Background: an optimization exercise with open tools, aiming at small area. Do not read the settings as production practice. Where RTL was checked, it was by simulation tests only, not by an equivalence proof against the original. For runs 3, 4 and 7, only the layout was checked, not whether the RTL still works. In every run shown here, the design's own scripts or RTL, not TritonCTS, make the clock network. The clock port is modelled as an ideal driver, which makes a skipped or thinned clock tree look cheaper than it is; a real chip needs a root buffer or a tree. Power is estimated from default activity; no workload was simulated.

### flow/flow/run.sh
#!/bin/bash
# Layout flow: the standard synthesis, then the combinational logic is
# mapped again for area (registers untouched), then the standard layout
# steps with adjusted clock tree and port buffer settings.
set -euo pipefail
LIB=$FLOW_HOME/platforms/sky130hd/lib/sky130_fd_sc_hd__tt_025C_1v80.lib
R=orfs/results/sky130hd/nback_top/base
L=orfs/logs/sky130hd/nback_top/base

bash standard.sh synth > flow_1_synth.log 2>&1
cp $R/1_2_yosys.v $R/1_2_yosys_standard.v

DU=$(grep -o -- '-dont_use [A-Za-z0-9_]*' $L/1_2_yosys.log | sort -u | tr '\n' ' ')
# One mapping pass: the combinational cells are turned back into logic and
# mapped again by ABC with an area script; the registers stay as they are.
remap() {
  cat > remap_$3.ys <<EOS
read_liberty -ignore_miss_func $LIB
read_verilog $1
hierarchy -top $FLOW_TOP
blackbox sky130_fd_sc_hd__*df*
flatten
hierarchy -top $FLOW_TOP
opt -purge
read_liberty -lib -nooverwrite -ignore_miss_func $LIB
abc -liberty $LIB $DU -script $4
opt_clean -purge
splitnets
opt_clean -purge
rename -hide w:*.*
hilomap -singleton -hicell sky130_fd_sc_hd__conb_1 HI -locell sky130_fd_sc_hd__conb_1 LO
check -assert -mapped
tee -o $2.stat stat -liberty $LIB
write_verilog -noattr -nohex -nodec $2
EOS
  yosys -s remap_$3.ys > flow_2_remap_$3.log 2>&1
  grep 'Chip area' $2.stat | awk '{print $NF}'
}
# Run every script on a netlist (4 at a time); print "area file" lines.
pass_all() {
  local src=$1 tag=$2 sc n
  for sc in flow/abc_*.abc; do
    n=$(basename $sc .abc)
    ( remap $src remap_${tag}_$n.v ${tag}_$n $sc > remap_${tag}_$n.area ) &
    while [ $(jobs -r | wc -l) -ge 4 ]; do sleep 0.2; done
  done
  wait
  for sc in flow/abc_*.abc; do
    n=$(basename $sc .abc)
    echo "$(cat remap_${tag}_$n.area) remap_${tag}_$n.v"
  done | awk '$1 != ""' | sort -g
}
# The three best first mappings each start a chain: each pass maps the
# chain's best netlist with every script, until a pass brings no gain.
pass_all $R/1_2_yosys_standard.v 0 > heads.txt
cat heads.txt >> flow_2_remap.log
best=$(head -1 heads.txt | awk '{print $2}')
best_area=$(head -1 heads.txt | awk '{print $1}')
for c in 1 2 3; do
  cur=$(sed -n "${c}p" heads.txt | awk '{print $2}')
  cur_area=$(sed -n "${c}p" heads.txt | awk '{print $1}')
  [ -n "$cur" ] || continue
  for k in 1 2 3 4 5 6 7 8 9 10; do
    pass_all $cur c${c}p$k > pass_c${c}p$k.txt
    top=$(head -1 pass_c${c}p$k.txt)
    a=$(echo $top | awk '{print $1}')
    f=$(echo $top | awk '{print $2}')
    echo "chain $c pass $k best $a $f" >> flow_2_remap.log
    if awk -v a="$a" -v b="$cur_area" 'BEGIN { exit !(a != "" && a + 0 < b + 0) }'; then
      cur=$f
      cur_area=$a
    else
      break
    fi
  done
  if awk -v a="$cur_area" -v b="$best_area" 'BEGIN { exit !(a + 0 < b + 0) }'; then
    best=$cur
    best_area=$cur_area
  fi
done
echo "kept $best area $best_area" >> flow_2_remap.log
cp $best $R/1_2_yosys.v
rm -f $R/1_synth.odb $R/1_synth.sdc

export CLOCK_GROUPS=${CLOCK_GROUPS:-2}
export CLOCK_BUF=${CLOCK_BUF:-sky130_fd_sc_hd__clkbuf_16}
bash standard.sh finish \
  "PRE_CTS_TCL=$PWD/flow/pre_cts.tcl" \
  "BUFFER_PORTS_ARGS=-buffer_cell sky130_fd_sc_hd__buf_1" \
  > flow_3_finish.log 2>&1
### flow/flow/abc_a7.abc
strash
balance
 rewrite
 refactor
 balance
 rewrite
 rewrite -z
 balance
 refactor -z
 rewrite -z
 balance
dch -f
amap
strash
balance
 rewrite
 refactor
 balance
 rewrite
 rewrite -z
 balance
 refactor -z
 rewrite -z
 balance
dch -f
amap
topo
### flow/flow/abc_b2.abc
strash
dc2
balance
 rewrite
 refactor
 balance
 rewrite
 rewrite -z
 balance
 refactor -z
 rewrite -z
 balance
dc2
balance
 rewrite
 refactor
 balance
 rewrite
 rewrite -z
 balance
 refactor -z
 rewrite -z
 balance
dch -f
amap
topo
### flow/flow/abc_c7.abc
strash
balance
 rewrite
 refactor
 balance
 rewrite
 rewrite -z
 balance
 refactor -z
 rewrite -z
 balance
dch -f
if -a -K 4
mfs2
strash
dch -f
amap
topo
### flow/flow/abc_d2.abc
strash
balance
 rewrite
 refactor
 balance
 rewrite
 rewrite -z
 balance
 refactor -z
 rewrite -z
 balance
dch -f
if -a -K 5
mfs2
strash
dch -f
amap
topo
### flow/flow/abc_d3.abc
strash
balance
 rewrite
 refactor
 balance
 rewrite
 rewrite -z
 balance
 refactor -z
 rewrite -z
 balance
dch -f
if -a -K 3
mfs2
strash
dch -f
amap
topo
### flow/flow/abc_d7.abc
strash
balance
 rewrite
 refactor
 balance
 rewrite
 rewrite -z
 balance
 refactor -z
 rewrite -z
 balance
balance
 rewrite
 refactor
 balance
 rewrite
 rewrite -z
 balance
 refactor -z
 rewrite -z
 balance
dch -f
if -a -K 4
mfs2
strash
balance
 rewrite
 refactor
 balance
 rewrite
 rewrite -z
 balance
 refactor -z
 rewrite -z
 balance
dch -f
amap
topo
### flow/flow/abc_d8.abc
strash
balance
 rewrite
 refactor
 balance
 rewrite
 rewrite -z
 balance
 refactor -z
 rewrite -z
 balance
dch -f
if -a -K 4
mfs2
lutpack
strash
dch -f
amap
topo
### flow/flow/abc_e3.abc
strash
dch -f
if -a -K 4
mfs2
lutpack
strash
dch -f
amap
topo
### flow/flow/abc_e8.abc
strash
&get -n
&st
&if -a -K 4
&mfs
&put
lutpack
strash
dch -f
amap
topo
### flow/flow/abc_f3.abc
strash
balance
 rewrite
 refactor
 balance
 rewrite
 rewrite -z
 balance
 refactor -z
 rewrite -z
 balance
dch -f
if -a -K 4
mfs2
strash
&get -n
&deepsyn -T 20
&put
dch -f
amap
topo
### flow/flow/abc_g0.abc
strash
&get -n
&deepsyn -T 30 -S 0
&put
dch -f
amap
topo
### flow/flow/abc_g1.abc
strash
&get -n
&deepsyn -T 30 -S 1
&put
dch -f
amap
topo
### flow/flow/abc_g2.abc
strash
&get -n
&deepsyn -T 30 -S 2
&put
dch -f
amap
topo
### flow/flow/abc_g3.abc
strash
&get -n
&deepsyn -T 30 -S 3
&put
dch -f
amap
topo
### flow/flow/abc_g4.abc
strash
&get -n
&deepsyn -T 30 -S 4
&put
dch -f
amap
topo
### flow/flow/abc_g5.abc
strash
&get -n
&deepsyn -T 30 -S 5
&put
dch -f
amap
topo
### flow/flow/abc_g6.abc
strash
&get -n
&deepsyn -T 30 -S 6
&put
dch -f
amap
topo
### flow/flow/abc_g7.abc
strash
&get -n
&deepsyn -T 30 -S 7
&put
dch -f
amap
topo
### flow/flow/pre_cts.tcl
# Clock tree: the registers are split into CLOCK_GROUPS groups of equal size
# by their angle around the registers' centre; one clock buffer at the centre
# of each group drives that group's clock pins, and the clock port drives
# only those buffers.
set block [ord::get_db_block]
set dbu [$block getDbUnitsPerMicron]
set regs {}
set sx 0.0
set sy 0.0
foreach inst [$block getInsts] {
  if { [string match "*df*" [[$inst getMaster] getName]] } {
    set bb [$inst getBBox]
    set x [expr { ([$bb xMin] + [$bb xMax]) / 2.0 / $dbu }]
    set y [expr { ([$bb yMin] + [$bb yMax]) / 2.0 / $dbu }]
    lappend regs [list [$inst getName] $x $y]
    set sx [expr { $sx + $x }]
    set sy [expr { $sy + $y }]
  }
}
set n [llength $regs]
set cx [expr { $sx / $n }]
set cy [expr { $sy / $n }]
set k $::env(CLOCK_GROUPS)
set tagged {}
foreach r $regs {
  lappend tagged [concat $r [expr { atan2([lindex $r 2] - $cy, [lindex $r 1] - $cx) }]]
}
set tagged [lsort -real -index 3 $tagged]
for { set i 0 } { $i < $k } { incr i } {
  set lo [expr { $i * $n / $k }]
  set hi [expr { ($i + 1) * $n / $k - 1 }]
  set g [lrange $tagged $lo $hi]
  set pins {}
  set gx 0.0
  set gy 0.0
  foreach r $g {
    lappend pins [get_pins "[lindex $r 0]/CLK"]
    set gx [expr { $gx + [lindex $r 1] }]
    set gy [expr { $gy + [lindex $r 2] }]
  }
  set m [llength $g]
  set loc [list [expr { $gx / $m }] [expr { $gy / $m }]]
  puts "Clock buffer $i at $loc for $m registers"
  insert_buffer -buffer_cell $::env(CLOCK_BUF) -net clk_50_mhz_i \
    -load_pins $pins -location $loc -buffer_name clkbuf_leaf_$i -net_name clk_leaf_$i
}
set_propagated_clock [all_clocks]
proc clock_tree_synthesis { args } {
  puts "clock_tree_synthesis skipped: the clock buffers are already in place"
}
### flow/standard.sh
#!/bin/bash
# synth_recipe.tcl (not shown) runs the flow's synth.tcl, then flattens the netlist and writes it again
# the make line also repeats each setting of config.mk as NAME=value (left out here)
make -C /OpenROAD-flow-scripts/flow DESIGN_CONFIG=/design/flow/config.mk WORK_HOME=/design/flow/orfs CLKGATE_MAP_FILE= SYNTH_SCRIPT=/design/flow/synth_recipe.tcl "${@:-finish}"
### flow/config.mk
export PLATFORM = sky130hd
export DESIGN_NAME = nback_top
export DESIGN_NICKNAME = nback_top
export VERILOG_FILES = /design/flow/design.v
export SDC_FILE = /design/flow/constraint.sdc
export NUM_CORES = 4
export LEC_CHECK = 0
export CAP_MARGIN = 20
export CORE_MARGIN = 2
export CORE_UTILIZATION = 40
export SLEW_MARGIN = 20
### flow/constraint.sdc
create_clock -name core_clock -period 5.0 [get_ports {clk_50_mhz_i}]
set_input_delay 1.0000 -clock core_clock [delete_from_list [all_inputs] [get_ports {clk_50_mhz_i}]]
set_output_delay 1.0000 -clock core_clock [all_outputs]
set_load 0.01 [all_outputs]
### flow/design.v
module nback_top (
  input  logic       clk_50_mhz_i,
  input  logic       key_0_i,
  input  logic       key_1_i,
  output logic [7:0] leds_o
);
logic [2:0] key_1_d;
always_ff @( posedge clk_50_mhz_i )
  key_1_d <= { key_1_d[1:0], key_1_i };
logic rst;
assign rst = !key_1_d[2];
logic [3:0] pin_d;
always_ff @( posedge clk_50_mhz_i )
  pin_d <= { pin_d[2:0], key_0_i };
logic [9:0] db_s;
logic [9:0] db_cnt;
logic       db_low0;
logic       db_max;
logic       released;
logic       released_d;
logic       answer;
assign db_cnt  = db_s ^ 10'h2aa;
assign db_low0 = ( db_cnt[8:0] == '0 );
assign db_max  = db_cnt[9] && db_low0;
always_ff @( posedge clk_50_mhz_i )
  if( rst || ( pin_d[3] ^ pin_d[2] ) )
    db_s <= 10'h2aa;
  else
    db_s <= { db_cnt[8:0], db_cnt[9] ^ db_cnt[6] ^ db_low0 } ^ 10'h2aa;
always_ff @( posedge clk_50_mhz_i )
  if( rst )
    released <= 1'b1;
  else
    if( db_max )
      released <= pin_d[3];
always_ff @( posedge clk_50_mhz_i )
  released_d <= released;
assign answer = !released && released_d;
logic [9:0] led_s;
logic [9:0] led_cnt;
logic       led_end;
logic [2:0] led_pos;
assign led_cnt = led_s ^ 10'h2aa;
assign led_end = ( led_cnt == 10'd838 );
always_ff @( posedge clk_50_mhz_i )
  if( rst || led_end )
    led_s <= 10'd1 ^ 10'h2aa;
  else
    led_s <= { led_cnt[8:0], led_cnt[9] ^ led_cnt[6] } ^ 10'h2aa;
always_ff @( posedge clk_50_mhz_i )
  if( led_end )
    led_pos <= led_pos + 3'd1;
  else
    if( rst )
      led_pos <= '0;
localparam logic [1:0] IDLE_P = 2'd0,
                       PRE_P  = 2'd1,
                       SHOW_P = 2'd2,
                       END_P  = 2'd3;
logic [1:0]  phase;
logic [14:0] cnt_s;
logic [14:0] cnt;
logic        done;
logic [1:0]  shown;
logic        flag;
logic [8:0]  w;
logic        match;
logic        next_pre;
logic        step;
assign cnt      = cnt_s ^ 15'h2aaa;
assign done     = ( cnt == 15'd1 );
assign match    = flag || ( ( shown == 2'd3 ) && ( w == 9'd215 ) );
assign next_pre = ( phase == SHOW_P ) && done && !match;
always_ff @( posedge clk_50_mhz_i )
  if( rst )
    phase <= IDLE_P;
  else
    case( phase )
      IDLE_P: if( answer ) phase <= PRE_P;
      PRE_P:  if( done )   phase <= SHOW_P;
      SHOW_P:
        if( done )
          phase <= match ? END_P : PRE_P;
        else
          if( answer )
            phase <= END_P;
      default: if( done ) phase <= IDLE_P;
    endcase
always_ff @( posedge clk_50_mhz_i )
  if( ( phase == IDLE_P ) || next_pre )
    cnt_s <= 15'd30673 ^ 15'h2aaa;
  else
    if( done || ( ( phase == SHOW_P ) && answer ) )
      cnt_s <= 15'd17603 ^ 15'h2aaa;
    else
      cnt_s <= { cnt[13:0], cnt[14] ^ cnt[13] } ^ 15'h2aaa;
always_ff @( posedge clk_50_mhz_i )
  case( phase )
    IDLE_P: shown <= '0;
    SHOW_P:
      if( done )
        begin
          if( match )
            shown[0] <= 1'b0;
          else
            if( shown != 2'd3 )
              shown <= shown + 2'd1;
        end
      else
        if( answer )
          shown[0] <= match;
    default: ;
  endcase
always_ff @( posedge clk_50_mhz_i )
  if( phase == IDLE_P )
    flag <= 1'b0;
  else
    if( next_pre )
      flag <= shown[1] && !( w[2] ^ w[3] ^ w[7] ) && !( w[3] ^ w[4] ^ w[8] );
assign step = ( ( phase == PRE_P ) && ( flag ? ( cnt[8] && cnt[14] ) : ( cnt[0] && cnt[7] && !cnt[13] ) ) ) ||
              ( ( phase == END_P ) && flag && ( cnt[0] && cnt[10] && cnt[11] ) );
always_ff @( posedge clk_50_mhz_i )
  if( rst )
    w <= 9'd1;
  else
    if( step )
      w <= { w[7:0], w[8] ^ w[4] };
logic [7:0] leds;
always_comb
  case( phase )
    SHOW_P:  leds = w[8:1];
    PRE_P:   leds = '0;
    END_P:   leds = shown[0] ? 8'd1 << led_pos : { 8{ !led_pos[0] } };
    default: leds = { 8{ !led_pos[0] } };
  endcase
assign leds_o = rst ? '0 : leds;
endmodule
==> results.cfg, run 1 <==
[sta]
slew_viol_final = 0
worst_slew_pin_slew_ns = 0.686
report.final.hold_viol_count = 0
finalCriticalPeriod_ns = 3.41
fin_skew_ns = 0.0123
setup-tns-final_ns = 0
rsz0062_at_grt = false
relSlewSlack = 0.539
period_share = 0.682
setup_violations = 0
fmax_ghz = 0.293

[global_routing]
track_usage = 0.128
grt_pass1_wl_mm = 6.52
grt_max_degree = 32
grt_pass1_vias = 1409
antenna_found_initial = 0
grt_overflow_total = 0

[critical_path]
slowest_delay_ns = 0.58
cp_max_fo = 10
crit_chain = clkinv_1 -> nor2_1 -> clkinv_1 -> or4_1 -> o221ai_1 -> buf_1
crit_top_cell = clkinv_1
worstSetupStartpoint = key_1_d[2]
cp-end-kind = output pin
rr_startpoint = cnt_s[13]
crit_path_start_kind = register
path_buf_inv = 3
path_delay_family = simple AND/OR/NAND/NOR gates
worst_ep_arrival_time_ns = 2.41
required_ns = 4.00
cp_slowest_cell = or4_1
path_class = reg -> out

[routing]
viasPerCell = 5.11
drtAntennaViolNets = 0
num_vias = 1538
drt_drc_violations_left = 0
drt-wirelength-per-cell_um = 12.6
firstDrtPassIters = 4
drt_iter0_drc = 97
routed_wl_mm = 3.78

[run_status]
outcome = finished clean

[finish]
drive_above_1_share = 0.00866
final_common_cell = dfxtp_1
diodes = 0
finalNonFillerCells = 301
mostFrequentLayoutCells = dfxtp_1, clkinv_1, nor2_1
area_growth_pct = 8.41
fin_nets = 236

[clocking]
post-cts-setup-buffers = 0
ctsResizeCount = 0
clkTransAtPathRegs_ns = 0.11
clk_latency_ns = 0.17
hold_buffers = 0

[floorplanning]
design.core.area_um2 = 5070
die_w_um = 76.2
die_y_um = 76.2
rows = 26
start_util = 0.411
io_pins = 11
die_area_um2 = 5800

[worst_hold_path]
min-delay-start = pin_d[0]
hp-class = reg -> reg

[power_and_ir_drop]
p_int_mw = 0.580
p_sw_mw = 0.135
p_per_area_nw_per_um2 = 317
vdd_drop_max_mv = 0.186
leakage_nw = 0.747
seq_power_share = 0.702
swShare = 0.189
power_frac_comb = 0.029
clkPwrFrac = 0.268

[synthesis]
synthCells = 219
syn_avg_cell_area_um2 = 9.51
netlist_area_um2 = 2080
synth_nets = 222
ys_warn_count = 1

[job]
cap_violations = 0

[place]
portBuffers = 10
numPlacedInstances = 299
gp_congestion = 0.867
dp_hpwl_mm = 2.84
==> metrics by stage <==
step	utilization	setup WS, ns	hold WS (ns)	total power, mW	instance area, um2
detailed placement	0.435	1.83	0.315	0.535	2210
finish	0.445	1.59	0.331	0.716	2260
global route	0.445	1.39	0.344	0.743	2260
floorplan	-	2.23	0.310	0.528	2080
CTS	0.445	1.62	0.339	0.722	2260
global placement	0.435	1.94	0.312	0.535	2210
==> worst reg2reg max path, delay by kind of cell (launching register included) <==
kind	cells	cell delay, ns
flops	1	0.42
buf+inv	1	0.30
compound gates	2	0.46
simple gates	4	1.49
==> power by group through the flow <==
stage	Sequential, mW	Clock, mW	Combinational, mW
after detailed placement	0.514	0	0.0209
final	0.503	0.192	0.0208
after global routing	0.504	0.215	0.0233
after floorplan	0.513	0	0.0150
after CTS	0.503	0.198	0.0209
after global placement	0.514	0	0.0211
==> registers in the layout (all words and copies together) (netlist names) <==
name / count
pin_d: 4
db_s: 10
phase: 2
released_d: 1
shown: 2
flag: 1
led_pos: 3
led_s: 10
w: 9
cnt_s: 15
key_1_d: 3
released: 1
==> routing by layer <==
layer	global-route usage	share of wire	vias to the layer above
met1	0.188	0.51	703
met2	0.217	0.45	27
met4	0.0182	0.010	0
met3	0.00592	0.029	4
li1	-	-	804
met5	0	0	-
==> worst paths after layout <==
path / to / slack [ns] / depth (start not counted)
worst max-delay path: leds_o[1] / 1.59 / 6
worst min-delay path: pin_d[1] / 0.33 / 0
worst max register to register: cnt_s[13] / 2.25 / 7
worst min register to register: pin_d[1] / 0.33 / 0
==> layout make-up, without the clock buffers <==
| class | instances | area (um2) |
|---|---|---|
| Fill cell | 524 | 2820 |
| Inverter | 31 | 116 |
| Sequential cell | 61 | 1270 |
| Tap cell | 70 | 87.6 |
| Timing Repair Buffer | 10 | 37.5 |
| Multi-Input combinational cell | 127 | 696 |
==> run 2: changes to the inputs <==
--- a/flow/design.v
+++ b/flow/design.v
@@ -41,10 +41,10 @@
 logic       led_end;
 logic [2:0] led_pos;
 assign led_cnt = led_s ^ 10'h2aa;
-assign led_end = ( led_cnt == 10'd838 );
+assign led_end = ( ( led_cnt & 10'd187 ) == 10'd32 );
 always_ff @( posedge clk_50_mhz_i )
   if( rst || led_end )
-    led_s <= 10'd1 ^ 10'h2aa;
+    led_s <= 10'd51 ^ 10'h2aa;
   else
     led_s <= { led_cnt[8:0], led_cnt[9] ^ led_cnt[6] } ^ 10'h2aa;
 always_ff @( posedge clk_50_mhz_i )
@@ -69,7 +69,7 @@
 logic        step;
 assign cnt      = cnt_s ^ 15'h2aaa;
 assign done     = ( cnt == 15'd1 );
-assign match    = flag || ( ( shown == 2'd3 ) && ( w == 9'd215 ) );
+assign match    = flag || ( ( shown == 2'b10 ) && ( w == 9'd215 ) );
 assign next_pre = ( phase == SHOW_P ) && done && !match;
 always_ff @( posedge clk_50_mhz_i )
   if( rst )
@@ -103,8 +103,7 @@
           if( match )
             shown[0] <= 1'b0;
           else
-            if( shown != 2'd3 )
-              shown <= shown + 2'd1;
+            shown <= { shown[0] || shown[1], !shown[1] };
         end
       else
         if( answer )
==> flow/flow/abc_g0.abc (replaced) <==
strash
&get -n
&deepsyn -T 20 -S 0
&put
dch -f
amap
topo
==> flow/flow/abc_g1.abc (replaced) <==
strash
&get -n
&deepsyn -T 20 -S 1
&put
dch -f
amap
topo
==> flow/flow/abc_g2.abc (replaced) <==
strash
&get -n
&deepsyn -T 20 -S 2
&put
dch -f
amap
topo
==> flow/flow/abc_g3.abc (replaced) <==
strash
&get -n
&deepsyn -T 20 -S 3
&put
dch -f
amap
topo
removed: flow/flow/abc_g4.abc
removed: flow/flow/abc_g5.abc
removed: flow/flow/abc_g6.abc
removed: flow/flow/abc_g7.abc
==> results.cfg, run 2 <==
[sta]
setup-tns-final_ns = 0
rsz0062_at_grt = false
worst_slew_pin_slew_ns = 0.727
finalWorstSetupSlack_ns = 2.29
setup_violations = 0
slew_viol_final = 0
fin_skew_ns = 0.0100
hold_ws_ns = 0.339
relSlewSlack = 0.513
finalCriticalPeriod_ns = 2.71
fmax_ghz = 0.369
report.final.hold_viol_count = 0
period_share = 0.542

[critical_path]
r2r-end = db_s[0]
cp_slowest_cell = dfxtp_1
worst_ep_arrival_time_ns = 1.71
cp-end-kind = output pin
rrSetupSlack_ns = 2.88
crit_chain = nor2_1 -> o211ai_1 -> o221ai_1 -> buf_1
slowest_delay_ns = 0.52
rr_startpoint = key_1_d[2]
ff2ff_path_depth = 4
path_class = reg -> out
cp_max_fo = 10
required_ns = 4.00
crit_path_start_kind = register

[clocking]
clkTransAtPathRegs_ns = 0.11
clk_latency_ns = 0.17
post-cts-setup-buffers = 0
ctsResizeCount = 0
hold_buffers = 0

[global_routing]
grt_max_degree = 32
antenna_found_initial = 0
grt_pass1_wl_mm = 5.89
grt_overflow_total = 0
track_usage = 0.129
grt_pass1_vias = 1270

[worst_hold_path]
hp-class = reg -> reg
holdPathStages = 0
min-delay-start = pin_d[0]
hold_end = pin_d[1]

[synthesis]
ys_warn_count = 1
netlist_area_um2 = 2020
synth_nets = 216
synthCells = 213
syn_avg_cell_area_um2 = 9.49

[floorplanning]
design.core.area_um2 = 4790
die_y_um = 75.1
die_w_um = 75.1
start_util = 0.422
rows = 25
io_pins = 11
die_area_um2 = 5640

[finish]
fin_area_um2 = 2190
mostFrequentLayoutCells = dfxtp_1, nor2_1, nand2_1
largest_reg_flops = 15
fin_nets = 230
area_growth_pct = 8.48
top_regs = cnt_s x15, db_s x10, led_s x10
diodes = 0
largest_register = cnt_s
final_common_cell = dfxtp_1
drive_above_1_share = 0.00889

[routing]
drtAntennaViolNets = 0
drt_drc_violations_left = 0
viasPerCell = 5.03
drt_iter0_drc = 55
num_vias = 1469
drt-wirelength-per-cell_um = 12.0
firstDrtPassIters = 5
routed_wl_mm = 3.52

[place]
portBuffers = 10
dp_hpwl_mm = 2.66
place_ws_ns = 2.52
gp_congestion = 0.771
dpl_cell_area_um2 = 2140

[power_and_ir_drop]
vdd_drop_max_mv = 0.180
total_power_mw = 0.723
leakage_nw = 0.736
p_per_area_nw_per_um2 = 330

[run_status]
outcome = finished clean

[job]
cap_violations = 0
## run 2: worst max-delay path: cells and delay by family, from the launching register on
| kind | cells | cell delay [ns] |
|---|---|---|
| AOI/OAI and AO/OA | 2 | 0.74 |
| buffers and inverters | 1 | 0.17 |
| DFF | 1 | 0.52 |
| and+or+nand+nor | 1 | 0.10 |
## run 2: stage by stage
stage	instances	util
2_1_floorplan	213	-
3_3_place_gp	290	0.448
5_1_grt	292	0.458
4_1_cts	292	0.458
3_5_place_dp	290	0.448
6_report	292	0.458
## run 2: metal layers
layer	share of wire	vias to the layer above	GRT usage	routed length, um
met1	0.53	665	0.199	1850
met3	0.030	2	0.00669	105
met4	0.0074	0	0.00992	26
li1	-	776	-	-
met5	0	-	0	0
met2	0.44	26	0.208	1530
## run 2: worst max-delay path by stage
stage	startpoint	end	slack, ns
after floorplan	phase[0]	leds_o[0]	2.83
after global placement	phase[0]	leds_o[7]	2.59
after detailed placement	phase[0]	leds_o[0]	2.52
after CTS	phase[0]	leds_o[0]	2.31
after global routing	phase[0]	leds_o[7]	2.16
final	phase[0]	leds_o[7]	2.29
## run 2: layout make-up, without the clock buffers
class	count	area, um2
fill	480	2590
sequential	61	1270
multi-input combinational	126	653
inverter	26	97.6
tap	67	83.8
timing repair buffer	10	37.5
## run 2: where the power goes
group | total [mW] | switching (mW) | internal [mW]
clock network | 0.193 | 0.118 | 0.0744
logic | 0.0224 | 0.0145 | 0.00791
registers | 0.508 | 0.00592 | 0.502
==> run 3: changes to the inputs <==
--- a/flow/design.v
+++ b/flow/design.v
@@ -48,11 +48,10 @@
   else
     led_s <= { led_cnt[8:0], led_cnt[9] ^ led_cnt[6] } ^ 10'h2aa;
 always_ff @( posedge clk_50_mhz_i )
-  if( led_end )
-    led_pos <= led_pos + 3'd1;
+  if( rst && !led_end )
+    led_pos <= '0;
   else
-    if( rst )
-      led_pos <= '0;
+    led_pos <= led_pos + { 2'd0, led_end };
 localparam logic [1:0] IDLE_P = 2'd0,
                        PRE_P  = 2'd1,
                        SHOW_P = 2'd2,
==> results.cfg, run 3 <==
[finish]
final_common_cell = dfxtp_1
mostFrequentLayoutCells = dfxtp_1, nor2_1, clkinv_1
largest_register = cnt_s
largest_reg_flops = 15
drive_above_1_share = 0.00889
diodes = 0
top_regs = cnt_s x15, db_s x10, led_s x10
fillers = 467
area_growth_pct = 8.53
fin_nets = 230

[sta]
report.final.hold_viol_count = 0
relSlewSlack = 0.314
hold_ws_ns = 0.338
fmax_ghz = 0.329
fin_skew_ns = 0.00529
setup-tns-final_ns = 0
slew_viol_final = 0
period_share = 0.609
rsz0062_at_grt = false
worst_slew_pin_slew_ns = 1.02
setup_violations = 0
finalCriticalPeriod_ns = 3.04

[power_and_ir_drop]
leakage_nw = 0.727
total_power_mw = 0.718
p_per_area_nw_per_um2 = 329
vdd_drop_max_mv = 0.205

[routing]
drt-wirelength-per-cell_um = 11.9
drtAntennaViolNets = 0
drt_iter0_drc = 59
viasPerCell = 5.01
routed_wl_mm = 3.49
drt_drc_violations_left = 0
firstDrtPassIters = 4
num_vias = 1463

[critical_path]
rrSetupSlack_ns = 2.65
path_class = reg -> out
cp_max_fo = 7
required_ns = 4.00
worst_ep_arrival_time_ns = 2.04
r2r-end = shown[1]
cp-end-kind = output pin
ff2ff_path_depth = 7
crit_path_start_kind = register
rr_startpoint = w[7]

[place]
gp_congestion = 0.830
portBuffers = 10
dp_hpwl_mm = 2.63

[floorplanning]
die_w_um = 74.9
design.core.area_um2 = 4790
die_y_um = 74.9
start_util = 0.420
rows = 25
io_pins = 11
die_area_um2 = 5610

[global_routing]
grt_overflow_total = 0
antenna_found_initial = 0
grt_pass1_wl_mm = 6.03
grt_max_degree = 32
grt_pass1_vias = 1310
track_usage = 0.131

[worst_hold_path]
hold_end = key_1_d[1]
holdPathStages = 0
hp-class = reg -> reg
min-delay-start = key_1_d[0]

[synthesis]
ys_warn_count = 1
synthCells = 213
syn_avg_cell_area_um2 = 9.44
synth_nets = 216
netlist_area_um2 = 2010

[job]
cap_violations = 0

[clocking]
clkTransAtPathRegs_ns = 0.11
ctsResizeCount = 0
post-cts-setup-buffers = 0
hold_buffers = 0
clk_latency_ns = 0.17

[run_status]
outcome = finished clean
-- run 3: cell types whose count changed in the layout (fill, tap and decap cells not counted), sizes merged, moves of 2 or more --
cell / change
nand3: -5
dfxtp: +3
o32ai: -2
edfxtp: -3
o221ai: -7
nand4b: +3
nand4: -2
nor2: -2
a211oi: +11
nor4: -2
-- run 3: worst max-delay path by stage --
stage,start,end
5_1_grt,key_1_d[2],leds_o[1]
4_1_cts,key_1_d[2],leds_o[1]
6_report,key_1_d[2],leds_o[1]
2_1_floorplan,key_1_d[2],leds_o[1]
3_5_place_dp,key_1_d[2],leds_o[1]
3_3_place_gp,key_1_d[2],leds_o[7]
-- run 3: layout make-up, without the clock buffers --
type / count / area, um2 / area share
Sequential cell: 61 / 1240 / 0.569
Multi-Input combinational cell: 125 / 668 / 0.306
Inverter: 27 / 101 / 0.0464
Tap cell: 67 / 83.8 / 0.0384
Timing Repair Buffer: 10 / 37.5 / 0.0172
-- run 3: metal layers --
layer | wire length (um) | vias to the layer above | GRT usage
li1 | - | 766 | -
met1 | 1830 | 677 | 0.196
met2 | 1540 | 18 | 0.219
met3 | 75 | 2 | 0.00535
met4 | 42 | 0 | 0.0139
met5 | 0 | - | 0
-- run 3: report_power, final --
| part | leakage (nW) | switching (mW) | total (mW) | internal, mW |
|---|---|---|---|---|
| Combinational | 0.196 | 0.0149 | 0.0236 | 0.00869 |
| Clock | 0.0246 | 0.118 | 0.193 | 0.0744 |
| Sequential | 0.506 | 0.00445 | 0.502 | 0.497 |
| Total | 0.727 | 0.137 | 0.718 | 0.580 |
-- run 3: critical path, cell delays in order (launching register included) --
cell	delay [ns]
dfxtp_1	0.47
clkinv_1	0.26
nor2_1	0.19
nand2_1	0.11
nand3_1	0.13
o21a_1	0.21
o21ai_0	0.11
o31ai_1	0.15
a211oi_1	0.09
buf_1	0.15
-- run 3: metrics by stage --
step           worst slack [ns]  cells  utilization  cell area (um2)
6_report                   1.96    292        0.456             2180
5_1_grt                    1.75    292        0.456             2180
4_1_cts                    1.97    292        0.456             2180
3_5_place_dp               2.17    290        0.445             2130
3_3_place_gp               2.30    290        0.445             2130
2_1_floorplan              2.58    213            -             2010
==> run 4: changes to the inputs <==
--- a/flow/design.v
+++ b/flow/design.v
@@ -123,13 +123,14 @@
   else
     if( step )
       w <= { w[7:0], w[8] ^ w[4] };
-logic [7:0] leds;
+logic sel_sym;
+logic sel_win;
+logic sel_blink;
+assign sel_sym   = !rst && ( phase == SHOW_P );
+assign sel_win   = !rst && ( phase == END_P ) && shown[0];
+assign sel_blink = !rst && !led_pos[0] &&
+                   ( ( phase == IDLE_P ) || ( ( phase == END_P ) && !shown[0] ) );
 always_comb
-  case( phase )
-    SHOW_P:  leds = w[8:1];
-    PRE_P:   leds = '0;
-    END_P:   leds = shown[0] ? 8'd1 << led_pos : { 8{ !led_pos[0] } };
-    default: leds = { 8{ !led_pos[0] } };
-  endcase
-assign leds_o = rst ? '0 : leds;
+  for( int j = 0; j < 8; j++ )
+    leds_o[j] = ( sel_sym && w[j + 1] ) || ( sel_win && ( led_pos == 3'( j ) ) ) || sel_blink;
 endmodule
==> results.cfg, run 4 <==
[clocking]
clk_latency_ns = 0.17
ctsResizeCount = 0
post-cts-setup-buffers = 0
clkTransAtPathRegs_ns = 0.11
hold_buffers = 0

[critical_path]
crit_chain = clkinv_1 -> o32a_1 -> nor2_1 -> nor2_1 -> o21ai_0 -> buf_1
cp_slowest_cell = dfxtp_1
path_class = reg -> out
slowest_delay_ns = 0.47
crit_top_cell = nor2_1
cp_max_fo = 8
required_ns = 4.00
worst_ep_arrival_time_ns = 1.89
crit_path_start_kind = register
cp-end-kind = output pin
ff2ff_path_depth = 7
rr_startpoint = cnt_s[10]
worstSetupStartpoint = key_1_d[2]

[floorplanning]
start_util = 0.421
rows = 25
die_w_um = 75.0
die_y_um = 75.0
design.core.area_um2 = 4790
die_area_um2 = 5620
io_pins = 11

[finish]
largest_register = cnt_s
largest_reg_flops = 15
final_common_cell = dfxtp_1
final_util = 0.457
fin_nets = 240
drive_above_1_share = 0.00851
top_regs = cnt_s x15, db_s x10, led_s x10
area_growth_pct = 8.50
diodes = 0
mostFrequentLayoutCells = dfxtp_1, nor2_1, nand2_1

[routing]
routed_wl_mm = 3.43
firstDrtPassIters = 4
drtAntennaViolNets = 0
drt_iter0_drc = 74
viasPerCell = 4.99
num_vias = 1506
drt-wirelength-per-cell_um = 11.3
drt_drc_violations_left = 0

[sta]
relSlewSlack = 0.363
fmax_ghz = 0.346
slew_viol_final = 0
hold_ws_ns = 0.338
setup_violations = 0
setup-tns-final_ns = 0
finalCriticalPeriod_ns = 2.89
rsz0062_at_grt = false
fin_skew_ns = 0.00579
worst_slew_pin_slew_ns = 0.947
report.final.hold_viol_count = 0
period_share = 0.579

[power_and_ir_drop]
p_per_area_nw_per_um2 = 350
vdd_drop_max_mv = 0.199
leakage_nw = 0.725
total_power_mw = 0.766

[global_routing]
grt_max_degree = 32
track_usage = 0.128
grt_pass1_wl_mm = 5.94
grt_overflow_total = 0
grt_pass1_vias = 1394
antenna_found_initial = 0

[worst_hold_path]
holdPathStages = 0
min-delay-start = pin_d[1]
hp-class = reg -> reg

[run_status]
outcome = finished clean

[synthesis]
ys_warn_count = 1
netlist_area_um2 = 2020
synth_nets = 226
synthCells = 223
syn_avg_cell_area_um2 = 9.04

[job]
cap_violations = 0

[place]
dp_hpwl_mm = 2.58
gp_congestion = 0.810
portBuffers = 10
run 4: cell types whose count changed in the layout (fill, tap and decap cells not counted), moves of 2 or more:
cell and change:
a211oi_1 -12, o21ai_0 +13, nand3_1 +2, o32ai_1 +2, nor2_1 +6, nand2_1 +3, nor3_1 +3, clkinv_1 -4
o22ai_1 -3
run 4: cell type report, without the clock buffers:
class / count / area (um2)
flip-flops and latches: 61 / 1240
well taps: 67 / 83.8
inverters: 23 / 86.3
multi-input cells: 139 / 688
repair buffers: 10 / 37.5
fillers: 486 / 2600
run 4: worst max-delay path: cells and delay by family, from the launching register on:
family | cells | cell delay (ns)
compound gates | 2 | 0.42
buf+inv | 2 | 0.40
simple gates | 2 | 0.44
flops | 1 | 0.47
run 4: per-layer routing:
layer	global-route usage	vias to the layer above	part of all wire
met5	0	-	0
met4	0.0139	0	0.013
met3	0.00535	3	0.013
met2	0.219	6	0.44
met1	0.185	702	0.53
li1	-	795	-
run 4: path summary, 6_finish.rpt:
path	to	slack, ns
hold / removal	pin_d[2]	0.34
hold reg to reg	pin_d[2]	0.34
setup / recovery	leds_o[1]	2.11
setup reg to reg	cnt_s[8]	2.75
run 4: power by group:
| group | internal (mW) | switching, mW | total, mW |
|---|---|---|---|
| Clock | 0.0743 | 0.115 | 0.189 |
| Combinational | 0.0219 | 0.0397 | 0.0616 |
| Sequential | 0.502 | 0.0129 | 0.515 |
run 4: stage by stage:
stage	setup WS, ns	instance area, um2	cells
2_1_floorplan	2.60	2020	223
3_3_place_gp	2.33	2140	300
3_5_place_dp	2.31	2140	300
4_1_cts	2.09	2190	302
5_1_grt	1.90	2190	302
6_report	2.11	2190	302
==> run 5: changes to the inputs <==
--- a/flow/design.v
+++ b/flow/design.v
@@ -48,10 +48,11 @@
   else
     led_s <= { led_cnt[8:0], led_cnt[9] ^ led_cnt[6] } ^ 10'h2aa;
 always_ff @( posedge clk_50_mhz_i )
-  if( rst && !led_end )
-    led_pos <= '0;
+  if( led_end )
+    led_pos <= led_pos + 3'd1;
   else
-    led_pos <= led_pos + { 2'd0, led_end };
+    if( rst )
+      led_pos <= '0;
 localparam logic [1:0] IDLE_P = 2'd0,
                        PRE_P  = 2'd1,
                        SHOW_P = 2'd2,
==> results.cfg, run 5 <==
[critical_path]
rr_startpoint = cnt_s[13]
required_ns = 4.00
path_class = reg -> out
cp_max_fo = 7
worstSetupStartpoint = key_1_d[2]
worst_ep_arrival_time_ns = 1.88
cp-end-kind = output pin
crit_path_start_kind = register

[global_routing]
antenna_found_initial = 0
grt_overflow_total = 0
grt_pass1_wl_mm = 5.98
track_usage = 0.130
grt_max_degree = 32
grt_pass1_vias = 1383

[synthesis]
synthCells = 215
netlist_area_um2 = 2000
ys_warn_count = 1
synth_nets = 218
syn_avg_cell_area_um2 = 9.32

[sta]
slew_viol_final = 0
period_share = 0.575
finalCriticalPeriod_ns = 2.88
worst_slew_pin_slew_ns = 0.693
report.final.hold_viol_count = 0
setup-tns-final_ns = 0
rsz0062_at_grt = false
relSlewSlack = 0.535
finalWorstSetupSlack_ns = 2.12
fmax_ghz = 0.348
setup_violations = 0
hold_ws_ns = 0.337
fin_skew_ns = 0.00450

[place]
place_ws_ns = 2.34
portBuffers = 10
gp_congestion = 0.810
dp_hpwl_mm = 2.58

[routing]
drt-wirelength-per-cell_um = 11.6
routed_wl_mm = 3.42
viasPerCell = 5.01
drt_iter0_drc = 53
firstDrtPassIters = 4
drt_drc_violations_left = 0
drtAntennaViolNets = 0
num_vias = 1473

[finish]
mostFrequentLayoutCells = dfxtp_1, nor2_1, clkinv_1, nand2_1, o22ai_1
largest_register = cnt_s
drive_above_1_share = 0.00881
final_common_cell = dfxtp_1
area_growth_pct = 8.55
diodes = 0
fin_nets = 232
top_regs = cnt_s x15, db_s x10, led_s x10
largest_reg_flops = 15

[clocking]
ctsResizeCount = 0
clkTransAtPathRegs_ns = 0.10
clk_latency_ns = 0.17
post-cts-setup-buffers = 0
hold_buffers = 0

[power_and_ir_drop]
power_frac_comb = 0.034
seq_power_share = 0.703
vdd_drop_max_mv = 0.196
swShare = 0.190
p_sw_mw = 0.137
clkPwrFrac = 0.263
p_int_mw = 0.585
total_power_mw = 0.722
p_per_area_nw_per_um2 = 332
leakage_nw = 0.720

[floorplanning]
rows = 25
start_util = 0.419
die_y_um = 74.8
io_pins = 11
die_area_um2 = 5590
design.core.area_um2 = 4790
die_w_um = 74.8

[worst_hold_path]
min-delay-start = key_1_d[1]
hp-class = reg -> reg

[run_status]
outcome = finished clean

[job]
cap_violations = 0
==> run 5: worst max-delay path, stage by stage, from the launching register on <==
cell and delay (ns):
dfxtp_1 0.47, clkinv_1 0.24, nor3_1 0.48, a21oi_1 0.18, o22ai_1 0.18, buf_1 0.17
==> run 5: worst paths after layout <==
path | depth (start not counted) | endpoint | slack, ns
worst max-delay path | 5 | leds_o[5] | 2.12
worst min-delay path | 0 | key_1_d[2] | 0.34
worst max register to register | 7 | cnt_s[8] | 2.98
worst min register to register | 0 | key_1_d[2] | 0.34
==> run 5: power groups by stage <==
stage | sequential (mW) | clock (mW) | combinational, mW
after floorplan | 0.517 | 0 | 0.0185
final | 0.507 | 0.190 | 0.0247
after global placement | 0.518 | 0 | 0.0247
after detailed placement | 0.518 | 0 | 0.0251
after global routing | 0.509 | 0.212 | 0.0286
after CTS | 0.507 | 0.196 | 0.0250
==> run 5: metal layers <==
layer | global-route usage | vias to the layer above | wire, um
li1 | - | 774 | -
met1 | 0.189 | 670 | 1780
met2 | 0.219 | 25 | 1490
met3 | 0.00803 | 4 | 97
met4 | 0.0179 | 0 | 45
met5 | 0 | - | 0
==> run 5: layout make-up, without the clock buffers <==
cell class	instances	area, um2
fill	482	2610
inverter	25	93.8
multi-input combinational	129	639
sequential	61	1270
tap	67	83.8
timing repair buffer	10	37.5
==> run 5: through the flow <==
| stage | area, um2 | util | cells |
|---|---|---|---|
| floorplan | 2000 | - | 215 |
| global placement | 2130 | 0.444 | 292 |
| detailed placement | 2130 | 0.444 | 292 |
| CTS | 2180 | 0.455 | 294 |
| global route | 2180 | 0.455 | 294 |
| finish | 2180 | 0.455 | 294 |
==> run 6: changes to the inputs <==
--- a/flow/flow/run.sh
+++ b/flow/flow/run.sh
@@ -82,8 +82,8 @@
 cp $best $R/1_2_yosys.v
 rm -f $R/1_synth.odb $R/1_synth.sdc
 
-export CLOCK_GROUPS=${CLOCK_GROUPS:-2}
-export CLOCK_BUF=${CLOCK_BUF:-sky130_fd_sc_hd__clkbuf_16}
+export CLOCK_GROUPS=${CLOCK_GROUPS:-3}
+export CLOCK_BUF=${CLOCK_BUF:-sky130_fd_sc_hd__clkbuf_8}
 bash standard.sh finish \
   "PRE_CTS_TCL=$PWD/flow/pre_cts.tcl" \
   "BUFFER_PORTS_ARGS=-buffer_cell sky130_fd_sc_hd__buf_1" \
==> results.cfg, run 6 <==
[finish]
largest_reg_flops = 15
finalNonFillerCells = 295
diodes = 0
area_growth_pct = 8.11
drive_above_1_share = 0.0132
top_regs = cnt_s x15, db_s x10, led_s x10
final_common_cell = dfxtp_1
mostFrequentLayoutCells = dfxtp_1, nor2_1, clkinv_1, nand2_1, o22ai_1
largest_register = cnt_s
fin_nets = 233

[critical_path]
cp_max_fo = 7
required_ns = 4.00
path_class = reg -> out
crit_path_start_kind = register
worst_ep_arrival_time_ns = 1.85
cp-end-kind = output pin
ff2ff_path_depth = 7

[floorplanning]
start_util = 0.419
die_area_um2 = 5590
die_w_um = 74.8
design.core.area_um2 = 4790
rows = 25
die_y_um = 74.8
io_pins = 11

[sta]
report.final.hold_viol_count = 0
worst_slew_pin_slew_ns = 0.694
period_share = 0.570
finalWorstSetupSlack_ns = 2.15
fin_skew_ns = 0.0107
slew_viol_final = 0
relSlewSlack = 0.534
rsz0062_at_grt = false
finalCriticalPeriod_ns = 2.85
setup-tns-final_ns = 0
setup_violations = 0
fmax_ghz = 0.351

[worst_hold_path]
holdPathStages = 0
hp-class = reg -> reg

[place]
portBuffers = 10
dp_hpwl_mm = 2.58
gp_congestion = 0.810
numPlacedInstances = 292
place_ws_ns = 2.34

[power_and_ir_drop]
leakage_nw = 0.717
p_per_area_nw_per_um2 = 323
vdd_drop_max_mv = 0.203

[global_routing]
antenna_found_initial = 0
grt.met2_usage = 0.211
grt_pass1_wl_mm = 5.98
busiest_layer = met2
use_met3 = 0.0120
track_usage = 0.130
grt_pass1_vias = 1369
grt_overflow_total = 0
grt_max_degree = 22
grtUsageMet1 = 0.191

[clocking]
clk_latency_ns = 0.17
post-cts-setup-buffers = 0
ctsResizeCount = 0
clkTransAtPathRegs_ns = 0.10
hold_buffers = 0

[job]
cap_violations = 0

[routing]
drt_drc_violations_left = 0
firstDrtPassIters = 5
num_vias = 1469
drt-wirelength-per-cell_um = 11.4
drtAntennaViolNets = 0
drt_iter0_drc = 70
viasPerCell = 4.98
routed_wl_mm = 3.37

[synthesis]
syn_avg_cell_area_um2 = 9.32
netlist_area_um2 = 2000
ys_warn_count = 1
synthCells = 215
synth_nets = 218

[run_status]
outcome = finished clean
-- run 6: worst max-delay path, stage by stage, from the launching register on --
cell      delay (ns)
dfxtp_1         0.46
clkinv_1        0.23
nor3_1          0.48
a21oi_1         0.18
o22ai_1         0.17
buf_1           0.17
-- run 6: power by group --
part	switching, mW	total (mW)	internal, mW	leakage (nW)
Clock	0.112	0.168	0.0561	0.0216
Combinational	0.0159	0.0246	0.00864	0.182
Sequential	0.00549	0.507	0.502	0.513
Total	0.133	0.700	0.567	0.717
-- run 6: final timing paths --
kind	start	slack [ns]	to
worst min-delay path	key_1_d[1]	0.34	key_1_d[2]
worst max register to register	cnt_s[13]	3.00	cnt_s[12]
worst min register to register	key_1_d[1]	0.34	key_1_d[2]
worst max-delay path	key_1_d[2]	2.15	leds_o[5]
-- run 6: cell type report, without the clock buffers --
| cell class | count | area, um2 |
|---|---|---|
| Fill cell | 483 | 2620 |
| Inverter | 25 | 93.8 |
| Multi-Input combinational cell | 129 | 639 |
| Sequential cell | 61 | 1270 |
| Tap cell | 67 | 83.8 |
| Timing Repair Buffer | 10 | 37.5 |
-- run 6: stage by stage --
step	util	cell area (um2)	power [mW]	hold slack, ns
2_1_floorplan	-	2000	0.536	0.310
3_5_place_dp	0.444	2130	0.544	0.312
6_report	0.453	2170	0.700	0.337
5_1_grt	0.453	2170	0.733	0.349
3_3_place_gp	0.444	2130	0.543	0.311
4_1_cts	0.453	2170	0.710	0.338
-- run 6: per-layer routing --
metal	share of wire	wire (um)	up-vias
met3	0.043	144	4
met1	0.51	1710	662
li1	-	-	776
met5	0	0	-
met2	0.44	1470	27
met4	0.013	45	0
==> run 7: changes to the inputs <==
--- a/flow/design.v
+++ b/flow/design.v
@@ -17,7 +17,6 @@
 logic       db_low0;
 logic       db_max;
 logic       released;
-logic       released_d;
 logic       answer;
 assign db_cnt  = db_s ^ 10'h2aa;
 assign db_low0 = ( db_cnt[8:0] == '0 );
@@ -34,8 +33,7 @@
     if( db_max )
       released <= pin_d[3];
 always_ff @( posedge clk_50_mhz_i )
-  released_d <= released;
-assign answer = !released && released_d;
+  answer <= released && !rst && db_max && !pin_d[3];
 logic [9:0] led_s;
 logic [9:0] led_cnt;
 logic       led_end;
==> results.cfg, run 7 <==
[routing]
drt-wirelength-per-cell_um = 11.9
routed_wl_mm = 3.45
drtAntennaViolNets = 0
num_vias = 1495
drt_iter0_drc = 74
viasPerCell = 5.14
drt_drc_violations_left = 0
firstDrtPassIters = 4

[sta]
finalWorstSetupSlack_ns = 2.38
fmax_ghz = 0.382
setup-tns-final_ns = 0
finalCriticalPeriod_ns = 2.62
period_share = 0.524
rsz0062_at_grt = false
fin_skew_ns = 0.00979
worst_slew_pin_slew_ns = 0.686
relSlewSlack = 0.540
setup_violations = 0
slew_viol_final = 0
report.final.hold_viol_count = 0

[global_routing]
track_usage = 0.126
grt_pass1_vias = 1305
grt_pass1_wl_mm = 5.87
antenna_found_initial = 0
grt_overflow_total = 0
grt_max_degree = 22

[clocking]
clkTransAtPathRegs_ns = 0.11
clk_latency_ns = 0.17
hold_buffers = 0
ctsResizeCount = 0
post-cts-setup-buffers = 0

[synthesis]
netlist_area_um2 = 2030
synth_nets = 214
ys_warn_count = 1
synthCells = 211
syn_avg_cell_area_um2 = 9.61

[critical_path]
path_class = reg -> out
worst_ep_arrival_time_ns = 1.62
crit_path_start_kind = register
cp_max_fo = 8
required_ns = 4.00
cp-end-kind = output pin
rrSetupSlack_ns = 2.70

[power_and_ir_drop]
seq_power_share = 0.725
power_frac_comb = 0.032
p_per_area_nw_per_um2 = 319
vdd_drop_max_mv = 0.245
clkPwrFrac = 0.243
p_int_mw = 0.566
p_sw_mw = 0.134
swShare = 0.192
leakage_nw = 0.728

[job]
cap_violations = 0

[place]
dp_hpwl_mm = 2.62
dpl_cell_area_um2 = 2150
portBuffers = 10
place_ws_ns = 2.59
gp_congestion = 0.836

[finish]
area_growth_pct = 8.02
fin_area_um2 = 2190
final_util = 0.455
mostFrequentLayoutCells = dfxtp_1, clkinv_1, nand2_1
diodes = 0
drive_above_1_share = 0.0134
fin_nets = 229
final_common_cell = dfxtp_1
fillers = 498
largest_reg_flops = 15
top_regs = cnt_s x15, db_s x10, led_s x10
largest_register = cnt_s

[worst_hold_path]
hp-class = reg -> reg

[floorplanning]
die_area_um2 = 5660
design.core.area_um2 = 4820
start_util = 0.421
io_pins = 11
rows = 25
die_y_um = 75.2
die_w_um = 75.2

[run_status]
outcome = finished clean
[run 7: power groups by stage]
stage,logic [mW],registers [mW],clock network (mW)
global route,0.0251,0.509,0.192
CTS,0.0229,0.507,0.176
global placement,0.0226,0.518,0
finish,0.0226,0.507,0.170
detailed placement,0.0228,0.518,0
floorplan,0.0165,0.517,0
[run 7: metal layers]
metal / vias to the layer above / share of wire / global-route usage
met5: - / 0 / 0
met4: 0 / 0.016 / 0.0156
met3: 4 / 0.030 / 0.0107
met2: 17 / 0.43 / 0.200
met1: 708 / 0.52 / 0.193
li1: 766 / - / -
[run 7: through the flow]
step | std cells | hold slack (ns) | power, mW
after floorplan | 211 | 0.310 | 0.533
after global placement | 288 | 0.314 | 0.541
after detailed placement | 288 | 0.315 | 0.541
after CTS | 291 | 0.331 | 0.706
after global routing | 291 | 0.347 | 0.725
final | 291 | 0.330 | 0.700
[run 7: worst max-delay path, cell delays in order, from the launching register on]
cell      delay, ns
dfxtp_1        0.46
nor2_1         0.11
o211ai_1       0.48
o221ai_1       0.23
buf_1          0.17
[run 7: area by class of cell, without the clock buffers]
class | count | area, um2 | area share
Multi-Input combinational cell | 122 | 652 | 0.298
Timing Repair Buffer | 10 | 37.5 | 0.0171
Sequential cell | 61 | 1270 | 0.580
Tap cell | 67 | 83.8 | 0.0383
Inverter | 28 | 105 | 0.0480
[run 7: worst paths after layout]
kind                  from        end  cells after the start
setup / recovery  phase[0]  leds_o[1]                      4
hold / removal    pin_d[1]   pin_d[2]                      0
setup reg to reg  cnt_s[0]  cnt_s[12]                      7
hold reg to reg   pin_d[1]   pin_d[2]                      0

[port drivers added, routing unchanged]
Ports are ideal in the flow. The routed layouts listed here were re-timed in OpenROAD.
Step 1 (the two cells are an assumption about what drives the block):
set clk [get_ports {clk_50_mhz_i}]
set_driving_cell -lib_cell sky130_fd_sc_hd__clkbuf_16 $clk
set_driving_cell -lib_cell sky130_fd_sc_hd__buf_2 [delete_from_list [all_inputs] $clk]
Step 2 times the ports against the registers' clock, not the clock port: input delays grow and output delays shrink by t, the midpoint of the rising clock arrivals with the driver on.
Three values: ideal, step 1, step 2; two values: the first two.
run | shift t [ns] | setup slack, ns | latest minus earliest clock arrival (ns) | slew at the worst register clock pin (ns) | worst slew at a driven data input, ns
run 1 | 0.208 | 1.592 / 1.549 / 1.757 | 0.013 / 0.012 | 0.11 / 0.11 | 0.03
run 2 | 0.210 | 2.290 / 2.247 / 2.457 | 0.010 / 0.010 | 0.11 / 0.11 | 0.03
run 3 | 0.210 | 1.957 / 1.913 / 2.123 | 0.006 / 0.006 | 0.11 / 0.11 | 0.03
run 4 | 0.210 | 2.106 / 2.059 / 2.270 | 0.006 / 0.007 | 0.11 / 0.11 | 0.03
run 5 | 0.211 | 2.125 / 2.077 / 2.289 | 0.006 / 0.005 | 0.11 / 0.11 | 0.03
run 6 | 0.207 | 2.152 / 2.107 / 2.314 | 0.011 / 0.010 | 0.11 / 0.11 | 0.03
run 7 | 0.210 | 2.381 / 2.334 / 2.544 | 0.013 / 0.013 | 0.12 / 0.12 | 0.03
After both steps every run listed still meets setup and hold.
